This is an optimization exercise on Yosys and OpenROAD, whose aim is small area, not a production implementation. In this exercise RTL edits were held to simulation tests only and were not proved equivalent to the original. Power and IR drop assume default switching activity. No driver is modelled on the clock port, so clocking that relies on it looks cheaper here than on a real chip.

[design/flow/flow/run.sh]
#!/bin/bash
# The standard layout (standard.sh), with two changes:
#  - synthesis maps the logic with an area-oriented ABC script
#    (strash; dch -f; amap -m) instead of ORFS's delay-oriented one; every step
#    before it, flip-flop mapping included, is unchanged, so the registers are
#    the standard synthesis's;
#  - the clock tree is built from sink clusters of up to 36 flip-flops within
#    70 um, each driven by a clkbuf_16, without dummy loads.
# Each tool's full output is in ORFS's own logs (orfs/logs); standard.sh's in
# standard.log.
set -eo pipefail
rm -rf scripts_abc
cp -r "$FLOW_HOME/scripts" scripts_abc
printf 'strash\ndch -f\namap -m\n' > scripts_abc/abc_speed.script
export SCRIPTS_DIR="$PWD/scripts_abc"
export CTS_ARGS="-sink_clustering_enable -repair_clock_nets -sink_clustering_size 34 -sink_clustering_max_diameter 65 -buf_list sky130_fd_sc_hd__clkbuf_16 -dont_use_dummy_load"
bash standard.sh > standard.log 2>&1
[design/flow/config.mk]
export PLATFORM = sky130hd
export DESIGN_NAME = router
export DESIGN_NICKNAME = router
export VERILOG_FILES = /design/flow/design.v
export SDC_FILE = /design/flow/constraint.sdc
export NUM_CORES = 8
export LEC_CHECK = 0
export CAP_MARGIN = 20
export CORE_MARGIN = 2
export CORE_UTILIZATION = 55
export SLEW_MARGIN = 30
[design/flow/standard.sh]
#!/bin/bash
# synth_recipe.tcl (not shown) runs the flow's synth.tcl, then flattens the netlist and writes it again
# the make line also repeats each setting of config.mk as NAME=value (left out here)
make -C /OpenROAD-flow-scripts/flow DESIGN_CONFIG=/design/flow/config.mk WORK_HOME=/design/flow/orfs CLKGATE_MAP_FILE= SYNTH_SCRIPT=/design/flow/synth_recipe.tcl "${@:-finish}"
[design/flow/constraint.sdc]
create_clock -name core_clock -period 12.0 [get_ports {clock}]
set_input_delay 2.4000 -clock core_clock [delete_from_list [all_inputs] [get_ports {clock}]]
set_output_delay 2.4000 -clock core_clock [all_outputs]
set_load 0.01 [all_outputs]
[design/flow/design.v]
`timescale 1ns/1ps
module ingress #(parameter SHARED = 0, parameter WRST = 0) (
    input clock, reset_n,
    input frame_n, valid_n, di,
    input granted,
    input start,                
    output reg pend,
    output reg [2:0] aq,
    output reg [4:0] w,
    output reg cur,
    output reg [31:0] ra, rb
);
    reg [1:0] ca;
    reg [2:0] ain;
    reg d1;
    wire last = !valid_n & frame_n;
    always @(posedge clock) begin
        ra <= {ra[30:0], (!valid_n & !cur) ? di : ra[31]};
        rb <= {rb[30:0], (!valid_n & cur) ? di : rb[31]};
        if (last) cur <= ~cur;
        if (!reset_n) begin
            ca <= 2'd0;
            d1 <= 1'b0;
            pend <= 1'b0;
        end else begin
            if (frame_n & valid_n) ca <= 2'd0;
            else if (!frame_n & valid_n & (ca != 2'd3)) begin
                ca <= ca + 2'd1;
                ain <= {di, ain[2:1]};
            end
            d1 <= last;
            if (d1) pend <= 1'b1;
            else if (granted) pend <= 1'b0;
        end
        if (d1) aq <= ain;
        if (SHARED) begin
            if (d1 | start | (WRST && !reset_n)) w <= 5'd0;
            else w <= w + 5'd1;
        end else begin
            if (d1) w <= 5'd0;
            else if (pend) w <= {2'b00, w[2:0] + 3'd1};
        end
    end
endmodule
`timescale 1ns/1ps
module selector #(parameter TWO = 1, parameter OWNQ = 1, parameter EXTCNT = 0,
                  parameter LIVE = 0) (
    input clock, reset_n, start,
    input [2:0] aq,             
    input [3:0] hd,             
    input [4:0] m,              
    input [4:0] w,              
    input rsel,                 
    input [31:0] ra, rb,
    output reg act,
    output [2:0] tq,
    output reg [3:0] ts,
    output stream
);
    reg [4:0] kp, cnt;
    reg rs;
    reg [2:0] tqr;
    always @(posedge clock) begin
        if (!reset_n) act <= 1'b0;
        else if (start) act <= 1'b1;
        else if (EXTCNT ? (w == 5'd31) : (cnt == 5'd0)) act <= 1'b0;
        if (start) begin
            tqr <= aq;
            ts <= hd;
            rs <= rsel;
            kp <= m + w[2:0];
            cnt <= 5'd31;
        end else begin
            cnt <= cnt - 5'd1;
        end
    end
    assign tq = OWNQ ? tqr : aq;
    wire [31:0] r = (TWO && (LIVE ? rsel : rs)) ? rb : ra;
    assign stream = r[kp];
endmodule
module selector_e #(parameter TH = 5) (
    input clock, reset_n,
    input pend, granted, st,    
    input we_q,                 
    input full_n,               
    input [2:0] aq,
    input [3:0] hd,             
    input [4:0] m,              
    input [4:0] w,
    input rsel,
    input [31:0] ra, rb,
    output act_e,
    output [2:0] tq_e,
    output [3:0] ts_e,
    output stream
);
    reg act, rs;
    reg [2:0] tqr;
    reg [3:0] ts;
    reg [4:0] kp, cnt;
    wire es = pend & (w[2:0] == TH) & (granted ? st : ~full_n);
    wire ns = st & (w[2:0] < TH);
    wire nx = ~granted & we_q;
    wire [3:0] ts_c = hd + {3'd0, nx};
    wire [4:0] kp_c = m + {2'd0, w[2:0]} + {3'd0, nx, 1'b0};
    always @(posedge clock) begin
        if (!reset_n) act <= 1'b0;
        else if (es | ns) act <= 1'b1;
        else if (cnt == 5'd0) act <= 1'b0;
        if (es | ns) begin
            tqr <= aq;
            ts <= ts_c;
            rs <= rsel;
            kp <= kp_c;
            cnt <= es ? 5'd30 : 5'd31;
        end else begin
            cnt <= cnt - 5'd1;
        end
    end
    assign act_e = act | es;
    assign tq_e = es ? aq : tqr;
    assign ts_e = es ? ts_c : ts;
    wire [31:0] r = (es ? rsel : rs) ? rb : ra;
    assign stream = r[es ? kp_c : kp];
endmodule
`timescale 1ns/1ps
module rf32 (
    input clock, x, clr,
    output r1
);
    reg [31:0] r;
    always @(posedge clock) r <= {r[30:2], r[1] & ~clr, r[0], r[31] | x};
    assign r1 = r[1];
endmodule
`timescale 1ns/1ps
module fifo3 (
    input clock, reset_n, init,
    input [7:0] req,            
    input [7:0] cq,             
    input [127:0] csd,          
    output we,
    output reg [3:0] head,
    output [4:0] m,             
    output full_n,              
    output dout, valido_n
);
    reg [3:0] tail;
    reg emp, emp_d;
    reg [4:0] M;
    wire pop, snd;
    wire full = (head == tail) & ~emp;
    assign we = (|req) & ~full;
    assign m = emp ? 5'd1 : M;
    wire [3:0] head_n = head + {3'd0, we};
    wire [3:0] tail_n = tail + {3'd0, pop};
    wire emp_n = (we && !pop) ? 1'b0 : (!we && pop && (tail + 4'd1 == head)) ? 1'b1 : emp;
    wire [4:0] M_n = we ? (emp ? 5'd2 : M + 5'd1) : M - 5'd1;
    assign full_n = (head_n == tail_n) & ~emp_n;
    always @(posedge clock) begin
        if (!reset_n) begin
            head <= 4'd0;
            tail <= 4'd0;
            emp <= 1'b1;
        end else begin
            head <= head_n;
            tail <= tail_n;
            emp <= emp_n;
        end
        M <= M_n;
        emp_d <= emp | ~reset_n;
    end
    egress e (.clock(clock), .reset_n(reset_n), .empty(emp_d), .pop(pop), .snd(snd),
        .valido_n(valido_n));
    wire [15:0] r1v;
    genvar s, c;
    generate
        for (s = 0; s < 16; s = s + 1) begin : g_s
            wire [7:0] hd;
            for (c = 0; c < 8; c = c + 1) begin : g_h
                assign hd[c] = cq[c] & csd[16*c + s];
            end
            wire x = |hd;
            wire clr = init | (snd & (tail == s));
            rf32 r (.clock(clock), .x(x), .clr(clr), .r1(r1v[s]));
        end
    endgenerate
    assign dout = r1v[tail];
endmodule
`timescale 1ns/1ps
module egress (
    input clock, reset_n, empty,
    output pop, snd, valido_n
);
    reg [5:0] ec;
    always @(posedge clock) begin
        if (!reset_n) ec <= 6'd0;
        else if (ec == 6'd0) ec <= empty ? 6'd0 : 6'd1;
        else if (ec == 6'd33) ec <= 6'd0;
        else ec <= ec + 6'd1;
    end
    assign pop = (ec == 6'd32);
    assign snd = (ec != 6'd0) & (ec != 6'd33);
    assign valido_n = ~snd;
endmodule
`timescale 1ns/1ps
module router(
    input clock, reset_n,
    input [7:0] frame_n, valid_n, di,
    output [7:0] dout, valido_n, frameo_n
);
    reg init;
    wire [39:0] wv;
    always @(posedge clock) if (!reset_n) init <= 1'b1; else if (wv[4:0] == 5'd31) init <= 1'b0;
    wire [7:0] pend, granted;
    wire [23:0] aq;
    wire [63:0] grant;            
    wire [7:0] we_all;
    wire [31:0] head_all;
    wire [39:0] m_all;
    wire [7:0] cact, cstr;
    wire [23:0] ctq;
    wire [31:0] cts;
    wire [63:0] reqv;             
    wire [7:0] fulln_all;
    wire [63:0] cq;               
    wire [127:0] csd;             
    genvar i, q, s, c;
    generate
        for (c = 0; c < 8; c = c + 1) begin : g_dec
            for (q = 0; q < 8; q = q + 1) begin : g_dq
                assign cq[8*c + q] = cact[c] & cstr[c] & (ctq[3*c +: 3] == q);
            end
            for (s = 0; s < 16; s = s + 1) begin : g_ds
                assign csd[16*c + s] = (cts[4*c +: 4] == s);
            end
        end
        for (i = 0; i < 8; i = i + 1) begin : g_in
            wire [31:0] ra, rb;
            wire cur;
            wire st;
            ingress #(.SHARED(i < 5), .WRST(i == 0)) ip (.clock(clock), .reset_n(reset_n), .frame_n(frame_n[i]),
                .valid_n(valid_n[i]), .di(di[i]), .granted(granted[i]), .start(st),
                .pend(pend[i]), .aq(aq[3*i +: 3]), .w(wv[5*i +: 5]), .cur(cur), .ra(ra), .rb(rb));
            wire [7:0] g, rq;
            assign granted[i] = |g;
            wire [3:0] hd;
            wire [4:0] m;
            for (q = 0; q < 8; q = q + 1) begin : g_g
                assign g[q] = grant[8*q + i];
                assign rq[q] = reqv[8*q + i];
            end
            assign st = |(g & we_all);
            sel8 #(.W(4)) sh (.s(rq), .d(head_all), .y(hd));
            sel8 #(.W(5)) sm (.s(rq), .d(m_all), .y(m));
            if (i < 6) begin : g_one
                selector #(.TWO(1), .OWNQ(i >= 5), .EXTCNT(i < 5), .LIVE(i < 4)) ch (.clock(clock), .reset_n(reset_n),
                    .start(st), .aq(aq[3*i +: 3]), .hd(hd), .m(m), .w(wv[5*i +: 5]),
                    .rsel(cur), .ra(rb), .rb(ra), .act(cact[i]), .tq(ctq[3*i +: 3]),
                    .ts(cts[4*i +: 4]), .stream(cstr[i]));
            end else begin : g_early
                selector_e #(.TH(i - 1)) ch (.clock(clock), .reset_n(reset_n),
                    .pend(pend[i]), .granted(granted[i]), .st(st), .we_q(|(rq & we_all)),
                    .full_n(|(rq & fulln_all)), .aq(aq[3*i +: 3]), .hd(hd), .m(m),
                    .w(wv[5*i +: 5]), .rsel(cur), .ra(rb), .rb(ra), .act_e(cact[i]),
                    .tq_e(ctq[3*i +: 3]), .ts_e(cts[4*i +: 4]), .stream(cstr[i]));
            end
        end
        for (q = 0; q < 8; q = q + 1) begin : g_q
            wire [7:0] req;
            for (i = 0; i < 8; i = i + 1) begin : g_r
                assign req[i] = pend[i] & (aq[3*i +: 3] == q);
            end
            for (i = 0; i < 8; i = i + 1) begin : g_w
                if (i == 0) assign grant[8*q] = req[0];
                else assign grant[8*q + i] = req[i] & ~|req[i-1:0];
            end
            assign reqv[8*q +: 8] = req;
            wire [7:0] cqq;
            for (c = 0; c < 8; c = c + 1) begin : g_c
                assign cqq[c] = cq[8*c + q];
            end
            fifo3 f (.clock(clock), .reset_n(reset_n), .init(init), .req(req),
                .cq(cqq), .csd(csd), .we(we_all[q]),
                .head(head_all[4*q +: 4]), .m(m_all[5*q +: 5]),
                .full_n(fulln_all[q]),
                .dout(dout[q]), .valido_n(valido_n[q]));
            assign frameo_n[q] = valido_n[q];
        end
    endgenerate
endmodule
module sel8 #(parameter W = 4) (
    input [7:0] s,
    input [8*W-1:0] d,
    output [W-1:0] y
);
    genvar b, q;
    generate
        for (b = 0; b < W; b = b + 1) begin : g_b
            wire [7:0] t;
            for (q = 0; q < 8; q = q + 1) begin : g_q
                assign t[q] = s[q] & d[W*q + b];
            end
            assign y[b] = |t;
        end
    endgenerate
endmodule
==> results of run 1 <==
-- worst register-to-register path: cells and delay by family, from the launching register on --
family / cells / cell delay [ns]
compound gates: 14 / 2.83
fa+ha+maj: 2 / 0.43
buf+inv: 8 / 2.52
flops: 1 / 0.49
simple gates: 8 / 4.34
-- worst max-delay path by stage --
stage | end | slack [ns] | from | cells past startpoint
6_report | g_q[7].f.g_s[14].r.r[0] | 1.31 | g_in[2].ip.aq[0] | 32
5_1_grt | g_q[6].f.g_s[15].r.r[0] | 0.94 | g_in[2].ip.aq[0] | 32
4_1_cts | g_q[5].f.g_s[15].r.r[0] | 1.62 | g_in[2].ip.aq[0] | 32
3_5_place_dp | g_q[7].f.g_s[14].r.r[0] | 1.61 | g_in[2].ip.aq[0] | 32
3_3_place_gp | g_q[7].f.g_s[14].r.r[0] | 1.97 | g_in[2].ip.aq[0] | 34
2_1_floorplan | g_q[5].f.g_s[10].r.r[0] | 1.46 | g_in[3].ip.aq[1] | 28
-- cells by family (layout without fill, tap and decap cells) --
| group | after synthesis | after routing | synth area share |
|---|---|---|---|
| AOI/OAI and AO/OA | 1975 | 1975 | 0.110 |
| other | 0 | 21 | 0 |
| adders and majority gates | 174 | 174 | 0.0177 |
| xor gates and xnor gates | 4 | 4 | 0.000275 |
| DFF | 5007 | 5007 | 0.799 |
| buffers and inverters | 507 | 896 | 0.0157 |
| and+or+nand+nor | 1444 | 1444 | 0.0580 |
-- state kept, by name, summed over array words and instances, names as in the netlist, 5 cells and up --
name	cells
g_in.g_early.ch.cnt	10
g_in.g_early.ch.kp	10
g_in.g_early.ch.tqr	6
g_in.g_early.ch.ts	8
g_in.g_one.ch.act	6
g_in.g_one.ch.cnt	5
g_in.g_one.ch.kp	30
g_in.g_one.ch.ts	24
g_in.ip.ain	24
g_in.ip.aq	24
g_in.ip.ca	16
g_in.ip.cur	8
g_in.ip.d1	8
g_in.ip.pend	8
g_in.ip.ra	256
g_in.ip.rb	256
g_in.ip.w	34
g_q.f.M	40
g_q.f.e.ec	48
g_q.f.emp	8
g_q.f.emp_d	8
g_q.f.g_s.r.r	4096
g_q.f.head	32
g_q.f.tail	32
-- power groups by stage --
stage                     combinational, mW  sequential, mW  clock (mW)
after floorplan                       0.519            17.5           0
after global routing                  0.878            17.3        8.27
after detailed placement              0.778            17.6           0
after global placement                0.739            17.6           0
final                                 0.796            17.2        7.56
after CTS                             0.782            17.2        7.74
-- layout make-up --
| class | instances | area [sq um] | area share |
|---|---|---|---|
| timing repair buffer | 211 | 1810 | 0.0131 |
| antenna | 21 | 52.6 | 0.000381 |
| tap | 3026 | 3790 | 0.0274 |
| clock buffer | 202 | 5050 | 0.0366 |
| sequential | 5007 | 102000 | 0.737 |
| inverter | 483 | 1820 | 0.0132 |
| multi-input combinational | 3597 | 23800 | 0.172 |
-- per-stage QoR --
step	hold WS, ns	setup WS [ns]	utilization	instance area, sq um	std cells
2_1_floorplan	0.310	1.46	-	127000	9111
3_3_place_gp	0.309	1.97	0.576	133000	12300
3_5_place_dp	0.312	1.61	0.577	133000	12300
4_1_cts	0.221	1.62	0.599	138000	12500
5_1_grt	0.227	0.944	0.599	138000	12500
6_report	0.247	1.31	0.599	138000	12500
-- cell usage after synthesis, types with 7 or more instances --
cell	number	share of area
a211oi_1	21	0.0012
a21oi_1	160	0.0063
a221oi_1	94	0.0065
a222oi_1	7	0.00055
a22o_1	18	0.0012
a22oi_1	199	0.012
a31oi_1	24	0.0012
a32oi_1	17	0.0012
and3_1	12	0.00059
buf_4	24	0.0014
clkinv_1	483	0.014
dfxtp_1	4866	0.77
edfxtp_1	141	0.033
fa_1	10	0.0016
ha_1	164	0.016
nand2_1	224	0.0066
nand2b_1	95	0.0047
nand3_1	85	0.0033
nand4_1	132	0.0065
nor2_1	386	0.011
nor2b_1	20	0.00098
nor3_1	127	0.0050
nor4_1	126	0.0062
o21ai_0	116	0.0046
o21bai_1	8	0.00047
o221ai_1	150	0.010
o22a_1	92	0.0063
o22ai_1	856	0.042
o311a_1	130	0.010
o31ai_1	7	0.00041
o32ai_1	26	0.0018
o41ai_1	13	0.00089
or2_0	66	0.0032
or3_1	63	0.0031
or4_1	107	0.0063
-- metal layers --
| metal | up-vias | track usage | routed length [um] |
|---|---|---|---|
| li1 | 33500 | - | - |
| met4 | 6 | 0.151 | 22500 |
| met1 | 35600 | 0.391 | 149000 |
| met3 | 1053 | 0.0694 | 29000 |
| met5 | - | 0.00143 | 80 |
| met2 | 3508 | 0.416 | 143000 |
==> results.json, run 1 <==
{
  "outcome": "complete, no violations",
  "grt_max_degree": 96,
  "yosysWarningCount": 12,
  "cts_tree": "done",
  "cts_resized": 0,
  "internal-power_mw": 20.3,
  "wl_per_cell_um": 27.4,
  "rsz0062_at_grt": "no",
  "required_ns": 12.67,
  "netlist_instances": 9111,
  "finalWirelength_um": 343000,
  "overflow": 0,
  "grt_pass1_wl_um": 484000,
  "cts_made_buffers": 202,
  "place.port_buffers": 49,
  "avgSynthCellArea_sq_um": 14.0,
  "synth_ff_type": "dfxtp_1",
  "cts.sinks": 5007,
  "area_growth_pct": 8.40,
  "ir_drop_uv": 182,
  "drive_above_1_share": 0.0418,
  "drt_iter0_drc": 7588,
  "postRouteAntennaNets": 0,
  "dieHeight_um": 485,
  "finalNetCount": 9702,
  "setup_viol": 0,
  "clkTransAtPathRegs_ns": 0.11,
  "p_comb_frac": 0.031,
  "via_per_inst": 5.87,
  "vias": 73600,
  "timing.rr.end": "g_q[7].f.g_s[14].r.r[0]",
  "drv_cap": 0,
  "cp-end-kind": "flip-flop",
  "dieArea_sq_mm": 0.235,
  "postCtsSetupBuffers": 0,
  "cts_buffer_depth": 3,
  "dp_hpwl_um": 235000,
  "crit_family": "simple AND/OR/NAND/NOR gates",
  "ctsHoldBuffers": 0,
  "rrSetupSlack_ns": 1.31,
  "powerDensity_mw_per_mm2": 185,
  "total_leakage_power_nw": 51.7,
  "syn_area_sq_mm": 0.127,
  "cp_data_arrival_time_ns": 11.36,
  "synth.yosys.seq_area_share": 0.799,
  "grt_use_total": 0.284,
  "fmax_mhz": 93.5,
  "worst_setup_path_start_kind": "flip-flop",
  "final_common_cell": "dfxtp_1",
  "io_pins": 50,
  "antenna_found_initial": 36,
  "synth_seq_cells": 5007,
  "reg2reg_depth": 32,
  "firstDrtPassIters": 6,
  "path_class": "reg2reg",
  "slowest_delay_ns": 0.73,
  "final_cell_mix": "4866 x dfxtp_1, 851 x o22ai_1, 481 x clkinv_1",
  "switching_share": 0.207,
  "tightest_slew_ns": 1.14,
  "tns_ns": 0,
  "hp-start": "g_q[7].f.g_s[3].r.r[2]",
  "timing.rr.start": "g_in[2].ip.aq[0]",
  "synth_nets": 9311,
  "hold_path_end": "g_q[7].f.g_s[3].r.r[3]",
  "power_mw": 25.6,
  "gp_congestion": 1.08,
  "power.switching_mw": 5.29,
  "crit_fanout": 33,
  "finalHoldViolations": 0,
  "min_period_ns": 10.69,
  "p_clk_frac": 0.296,
  "skew_ns": 0.160,
  "period_share": 0.891,
  "worstSkewPairLatency_ns": 0.88,
  "die_width_um": 485,
  "hold_depth": 0,
  "power_frac_seq": 0.673,
  "drc": 0,
  "cts_root_buf": "clkbuf_16",
  "synth.distinct_cells": 48,
  "critPathSlowestCell": "clkinv_1",
  "nFillCells": 17300,
  "placementRows": 176,
  "max_slew_margin": 0.235,
  "crit_buf_inv": 8,
  "grt_pass1_vias": 69200,
  "initial_core_util": 0.553,
  "min_path_type": "reg2reg",
  "synth_edf_count": 141,
  "async_reset_ff_frac": 0,
  "h-tree-depth": 4,
  "coreArea_sq_mm": 0.230,
  "finalMaxSlewViolations": 0
}
==> run 2: changes to the inputs <==
--- a/design/flow/design.v
+++ b/design/flow/design.v
@@ -19,3 +19,4 @@
         rb <= {rb[30:0], (!valid_n & cur) ? di : rb[31]};
-        if (last) cur <= ~cur;
+        if (!reset_n) cur <= 1'b0;
+        else if (last) cur <= ~cur;
         if (!reset_n) begin
--- a/design/flow/flow/run.sh
+++ b/design/flow/flow/run.sh
@@ -6,4 +6,4 @@
 #    the standard synthesis's;
-#  - the clock tree is built from sink clusters of up to 36 flip-flops within
-#    70 um, each driven by a clkbuf_16, without dummy loads.
+#  - the clock tree is built from sink clusters of up to 34 flip-flops within
+#    65 um, each driven by a clkbuf_16, without dummy loads.
 # Each tool's full output is in ORFS's own logs (orfs/logs); standard.sh's in
==> results.json, run 2 <==
{
  "synth_seq_cells": 5007,
  "synth_nets": 9333,
  "grt_max_degree": 67,
  "postRouteAntennaNets": 0,
  "outcome": "complete, no violations",
  "crit_family": "simple AND/OR/NAND/NOR gates",
  "grt_pass1_vias": 69400,
  "crit_top_cell": "o22ai_1",
  "syn_area_sq_mm": 0.127,
  "setup_viol": 0,
  "final_common_cell": "dfxtp_1",
  "reg.largest.list": "g_q.f.g_s.r.r x4096, g_in.ip.ra x256, g_in.ip.rb x256",
  "cts_made_buffers": 194,
  "largest_reg_flops": 4096,
  "fin_cells": 12500,
  "nFillCells": 17700,
  "crit_fanout": 20,
  "tightest_slew_ns": 1.16,
  "min_path_type": "reg2reg",
  "dieHeight_um": 485,
  "powerDensity_mw_per_mm2": 185,
  "hold_path_end": "g_in[2].ip.rb[14]",
  "slowest_delay_ns": 0.81,
  "tns_ns": 0,
  "finalWirelength_um": 331000,
  "synth.most_common_cell": "dfxtp_1",
  "synth_ff_type": "dfxtp_1",
  "path_class": "reg2reg",
  "crit_buf_inv": 6,
  "io_pins": 50,
  "timing.rr.end": "g_q[2].f.g_s[9].r.r[0]",
  "critPathSlowestCell": "nor4_2",
  "yosysWarningCount": 12,
  "hold_depth": 0,
  "cp_data_arrival_time_ns": 10.59,
  "yosys.area.top_type": "dfxtp_1",
  "reg2reg_depth": 30,
  "drive_above_1_share": 0.0389,
  "required_ns": 12.71,
  "placementRows": 176,
  "ctsHoldBuffers": 0,
  "timing.rr.start": "g_in[1].ip.aq[2]",
  "dp_hpwl_um": 228000,
  "synth_edf_count": 133,
  "avgSynthCellArea_sq_um": 13.9,
  "area_growth_pct": 8.10,
  "top_register": "g_q.f.g_s.r.r",
  "drc": 0,
  "worst_setup_path_start_kind": "flip-flop",
  "cts_tree": "done",
  "synth_common_cells": "4874 x dfxtp_1, 845 x o22ai_1, 499 x clkinv_1",
  "cts_buffer_depth": 3,
  "place.port_buffers": 49,
  "skew_ns": 0.135,
  "async_reset_ff_frac": 0,
  "grt_pass1_wl_um": 471000,
  "rrSetupSlack_ns": 2.11,
  "dieArea_sq_mm": 0.235,
  "finalMaxSlewViolations": 0,
  "hp-start": "g_in[2].ip.rb[13]",
  "drv_cap": 0,
  "antenna_found_initial": 31,
  "initial_core_util": 0.553,
  "via_per_inst": 5.82,
  "die_width_um": 485,
  "overflow": 0,
  "netlist.area_leader.share": 0.767,
  "h-tree-depth": 4,
  "min_period_ns": 9.89,
  "cts.sinks": 5007,
  "vias": 72900,
  "drt_iter0_drc": 7861,
  "wl_per_cell_um": 26.4,
  "cp-startpoint": "g_in[1].ip.aq[2]",
  "synth.distinct_cells": 50,
  "finalNetCount": 9698,
  "gp_congestion": 1.07,
  "clkTransAtPathRegs_ns": 0.11,
  "max_slew_margin": 0.222,
  "synth_area_leaders": "dfxtp_1 77%, o22ai_1 4.2%, edfxtp_1 3.1%",
  "total_leakage_power_nw": 51.5,
  "period_share": 0.824,
  "final_cell_mix": "4873 x dfxtp_1, 838 x o22ai_1, 497 x clkinv_1",
  "worstSkewPairLatency_ns": 0.88,
  "cts_resized": 0,
  "rsz0062_at_grt": "no",
  "cp-end-kind": "flip-flop",
  "dp.cells": 12300,
  "firstDrtPassIters": 7,
  "netlist_instances": 9134,
  "fmax_mhz": 101,
  "finalHoldViolations": 0,
  "ir_drop_uv": 186,
  "coreArea_sq_mm": 0.230,
  "grt_use_total": 0.274,
  "cts_root_buf": "clkbuf_16",
  "synth.yosys.seq_area_share": 0.798,
  "postCtsSetupBuffers": 0
}
## run 2: cell count changes after synthesis, moves of 6 or more
| cell | previous run | this run |
|---|---|---|
| clkinv_1 | 483 | 499 |
| o21ai_0 | 116 | 110 |
| nand2_1 | 224 | 234 |
| o22a_1 | 92 | 98 |
| o22ai_1 | 856 | 845 |
| nor2_1 | 386 | 394 |
| dfxtp_1 | 4866 | 4874 |
| edfxtp_1 | 141 | 133 |
| nor3_1 | 127 | 114 |
| a221oi_1 | 94 | 81 |
| a22o_1 | 18 | 25 |
| o221ai_1 | 150 | 167 |
| a31oi_1 | 24 | 17 |
## run 2: power breakdown
part	leakage (nW)	total (mW)	switching [mW]	internal, mW
Clock	2.39	7.42	4.52	2.90
Combinational	8.50	0.809	0.497	0.312
Sequential	40.6	17.3	0.272	17.0
Total	51.5	25.5	5.29	20.2
## run 2: layer usage
metal	GRT usage	routed length, um	vias up	part of all wire
li1	-	-	33400	-
met1	0.376	143000	35200	0.43
met2	0.400	137000	3333	0.41
met3	0.0673	28300	1038	0.085
met4	0.150	21900	8	0.066
met5	0.00122	83	-	0.00025
## run 2: final cells by class
type                    count  area, sq um  area share
well taps                3026         3790      0.0275
diodes                     11         27.5    0.000200
repair buffers            193         1650      0.0120
inverters                 499         1880      0.0136
clock buffers             194         4850      0.0353
multi-input cells        3604        23800       0.173
flip-flops and latches   5007       102000       0.738
## run 2: kinds of logic (layout without fill, tap and decap cells)
kind of cell | Yosys count | in the layout | synth area share
adders and majority gates | 173 | 173 | 0.0176
and+or+nand+nor | 1445 | 1445 | 0.0577
DFF | 5007 | 5007 | 0.798
buffers and inverters | 523 | 886 | 0.0161
AOI/OAI and AO/OA | 1982 | 1982 | 0.110
other | 0 | 11 | 0
xor gates and xnor gates | 4 | 4 | 0.000275
## run 2: worst max-delay path by stage
stage,end,depth (start not counted)
floorplan,g_q[7].f.g_s[0].r.r[0],27
global placement,g_q[2].f.g_s[1].r.r[0],30
detailed placement,g_q[2].f.g_s[9].r.r[0],30
CTS,g_q[2].f.g_s[9].r.r[0],30
global route,g_q[3].f.g_s[3].r.r[0],34
finish,g_q[2].f.g_s[9].r.r[0],30
## run 2: worst register-to-register path: cells and delay by family, from the launching register on
kind | cells | cell delay, ns
AO/OA/AOI/OAI | 14 | 2.65
flip-flops | 1 | 0.46
AND/OR/NAND/NOR | 8 | 4.49
buffers and inverters | 6 | 1.62
adder cells (fa/ha/maj) | 2 | 0.59
## run 2: through the flow
step	hold WS, ns	instance area (sq um)	utilization	power, mW	setup WS [ns]
floorplan	0.310	127000	-	18.1	1.68
global placement	0.310	132000	0.576	18.4	2.82
detailed placement	0.312	133000	0.576	18.4	2.50
CTS	0.249	137000	0.597	25.7	2.49
global route	0.249	138000	0.598	26.4	1.68
finish	0.255	138000	0.598	25.5	2.11
==> run 3: changes to the inputs <==
--- a/design/flow/config.mk
+++ b/design/flow/config.mk
@@ -9,3 +9,3 @@
 export CORE_MARGIN = 2
-export CORE_UTILIZATION = 55
+export CORE_UTILIZATION = 50
 export SLEW_MARGIN = 30
==> results.json, run 3 <==
{
  "via_per_inst": 5.64,
  "dp_hpwl_um": 242000,
  "wl_per_cell_um": 26.6,
  "initial_core_util": 0.502,
  "finalMaxSlewViolations": 0,
  "synth_seq_cells": 5007,
  "synth_area_leaders": "dfxtp_1 77%, o22ai_1 4.2%, edfxtp_1 3.1%",
  "powerDensity_mw_per_mm2": 185,
  "outcome": "complete, no violations",
  "postCtsSetupBuffers": 0,
  "die_width_um": 509,
  "synth.yosys.seq_area_share": 0.798,
  "dieArea_sq_mm": 0.259,
  "grt_max_degree": 84,
  "final_cell_mix": "4871 x dfxtp_1, 839 x o22ai_1, 497 x clkinv_1",
  "cp-end-kind": "flip-flop",
  "dieHeight_um": 509,
  "top_register": "g_q.f.g_s.r.r",
  "synth_common_cells": "4874 x dfxtp_1, 845 x o22ai_1, 499 x clkinv_1",
  "tightest_slew_ns": 1.21,
  "cts_tree": "done",
  "synth_ff_type": "dfxtp_1",
  "finalWirelength_um": 344000,
  "syn_area_sq_mm": 0.127,
  "grt_pass1_wl_um": 488000,
  "cts_made_buffers": 202,
  "min_path_type": "reg2reg",
  "overflow": 0,
  "reg.largest.list": "g_q.f.g_s.r.r x4096, g_in.ip.ra x256, g_in.ip.rb x256",
  "max_slew_margin": 0.191,
  "required_ns": 12.68,
  "worst_setup_path_start_kind": "flip-flop",
  "async_reset_ff_frac": 0,
  "synth.distinct_cells": 50,
  "worstSkewPairLatency_ns": 0.88,
  "avgSynthCellArea_sq_um": 13.9,
  "grt_use_total": 0.261,
  "period_share": 0.804,
  "critPathSlowestCell": "or4_1",
  "tns_ns": 0,
  "finalHoldViolations": 0,
  "synth_nets": 9333,
  "postRouteAntennaNets": 0,
  "cts_resized": 0,
  "crit_top_cell": "buf_4",
  "path_class": "reg2reg",
  "gp_congestion": 1.03,
  "drive_above_1_share": 0.0446,
  "final_common_cell": "dfxtp_1",
  "finalNetCount": 9751,
  "fmax_mhz": 104,
  "area_growth_pct": 8.89,
  "antenna_found_initial": 32,
  "slowest_delay_ns": 0.73,
  "synth_edf_count": 133,
  "drv_cap": 0,
  "coreArea_sq_mm": 0.254,
  "io_pins": 50,
  "total_leakage_power_nw": 51.8,
  "cts_root_buf": "clkbuf_16",
  "largest_reg_flops": 4096,
  "yosysWarningCount": 12,
  "ir_drop_uv": 169,
  "yosys.area.top_type": "dfxtp_1",
  "ctsHoldBuffers": 0,
  "skew_ns": 0.153,
  "drt_iter0_drc": 7463,
  "clkTransAtPathRegs_ns": 0.11,
  "setup_viol": 0,
  "cts_buffer_depth": 3,
  "grt_pass1_vias": 69800,
  "min_period_ns": 9.65,
  "cp_data_arrival_time_ns": 10.33,
  "cts.sinks": 5007,
  "drc": 0,
  "rsz0062_at_grt": "no",
  "place.port_buffers": 49,
  "netlist_instances": 9134,
  "vias": 73000,
  "crit_fanout": 33,
  "netlist.area_leader.share": 0.767,
  "synth.most_common_cell": "dfxtp_1",
  "nFillCells": 20700,
  "placementRows": 185,
  "firstDrtPassIters": 6,
  "h-tree-depth": 4,
  "whs_ns": 0.239
}
run 3: path summary, 6_finish.rpt:
| check | slack (ns) | from | endpoint | cells past startpoint |
|---|---|---|---|---|
| worst max register to register | 2.35 | g_in[3].ip.aq[0] | g_q[2].f.g_s[15].r.r[0] | 37 |
| worst min register to register | 0.24 | g_q[7].f.g_s[9].r.r[2] | g_q[7].f.g_s[9].r.r[3] | 0 |
| worst min-delay path | 0.24 | g_q[7].f.g_s[9].r.r[2] | g_q[7].f.g_s[9].r.r[3] | 0 |
| worst max-delay path | 2.35 | g_in[3].ip.aq[0] | g_q[2].f.g_s[15].r.r[0] | 37 |
run 3: cells by family after synthesis:
kind of cell | share of synthesized area
AOI/OAI and AO/OA | 0.110
buffers and inverters | 0.0161
DFF | 0.798
adders and majority gates | 0.0176
and+or+nand+nor | 0.0577
xor gates and xnor gates | 0.000275
run 3: power breakdown:
group	internal, mW	total, mW	switching [mW]
Sequential	17.0	17.3	0.279
Clock	3.01	7.58	4.58
Combinational	0.317	0.818	0.501
Total	20.3	25.7	5.36
run 3: critical path: cells and delay by family (launching register included):
family	cells	cell delay (ns)
AOI/OAI and AO/OA	14	1.91
adders and majority gates	2	0.41
buffers and inverters	10	2.43
DFF	1	0.48
and+or+nand+nor	11	4.25
run 3: cell type report:
type,count,area [sq um],area share
sequential,5007,102000,0.733
timing repair buffer,238,2020,0.0146
clock buffer,202,5050,0.0365
inverter,499,1880,0.0135
antenna,11,27.5,0.000199
tap,3366,4210,0.0304
multi-input combinational,3604,23800,0.172
run 3: stage by stage:
step | util | instances | total power, mW | worst slack [ns] | instance area, sq um
finish | 0.546 | 12900 | 25.7 | 2.35 | 139000
global route | 0.546 | 12900 | 26.6 | 1.79 | 139000
CTS | 0.546 | 12900 | 25.9 | 2.47 | 138000
detailed placement | 0.526 | 12700 | 18.5 | 2.55 | 133000
global placement | 0.525 | 12700 | 18.4 | 2.64 | 133000
floorplan | - | 9134 | 18.1 | 1.68 | 127000
run 3: per-layer routing:
layer  global-route usage  vias up  share of wire
met5             0.000926        -        0.00034
met4                0.125       18          0.056
met3               0.0584      917          0.072
met2                0.391     3006           0.43
met1                0.358    35500           0.44
li1                     -    33500              -

[separate check: timing with driven ports]
How much do the figures lean on ideal ports? The routed layouts below were timed once more, with nothing changed but the port constraints. Step 1: set_driving_cell puts a clkbuf_16 on clock and a buf_2 on each other input, an assumption about the parent block. Step 2, shift: input delay + t, output delay - t, t = (earliest + latest rising clock arrival at the registers) / 2. This alone moves slack from input paths to output paths. a / b / c = ideal ports / drivers / drivers and shift; a / b = the first two.
run | t (ns) | setup slack, ns | hold WS [ns] | worst setup path after step 2 | pins driven straight from the clock port
run 1 | 0.916 | 1.307 / 1.307 / 1.307 | 0.247 / 0.247 / 0.247 | register to register | 1
run 2 | 0.922 | 2.113 / 2.113 / 2.113 | 0.255 / 0.255 / 0.255 | register to register | 1
run 3 | 0.914 | 2.350 / 2.350 / 2.350 | 0.239 / 0.239 / 0.239 | register to register | 1
After both steps setup and hold are still met in every run listed.
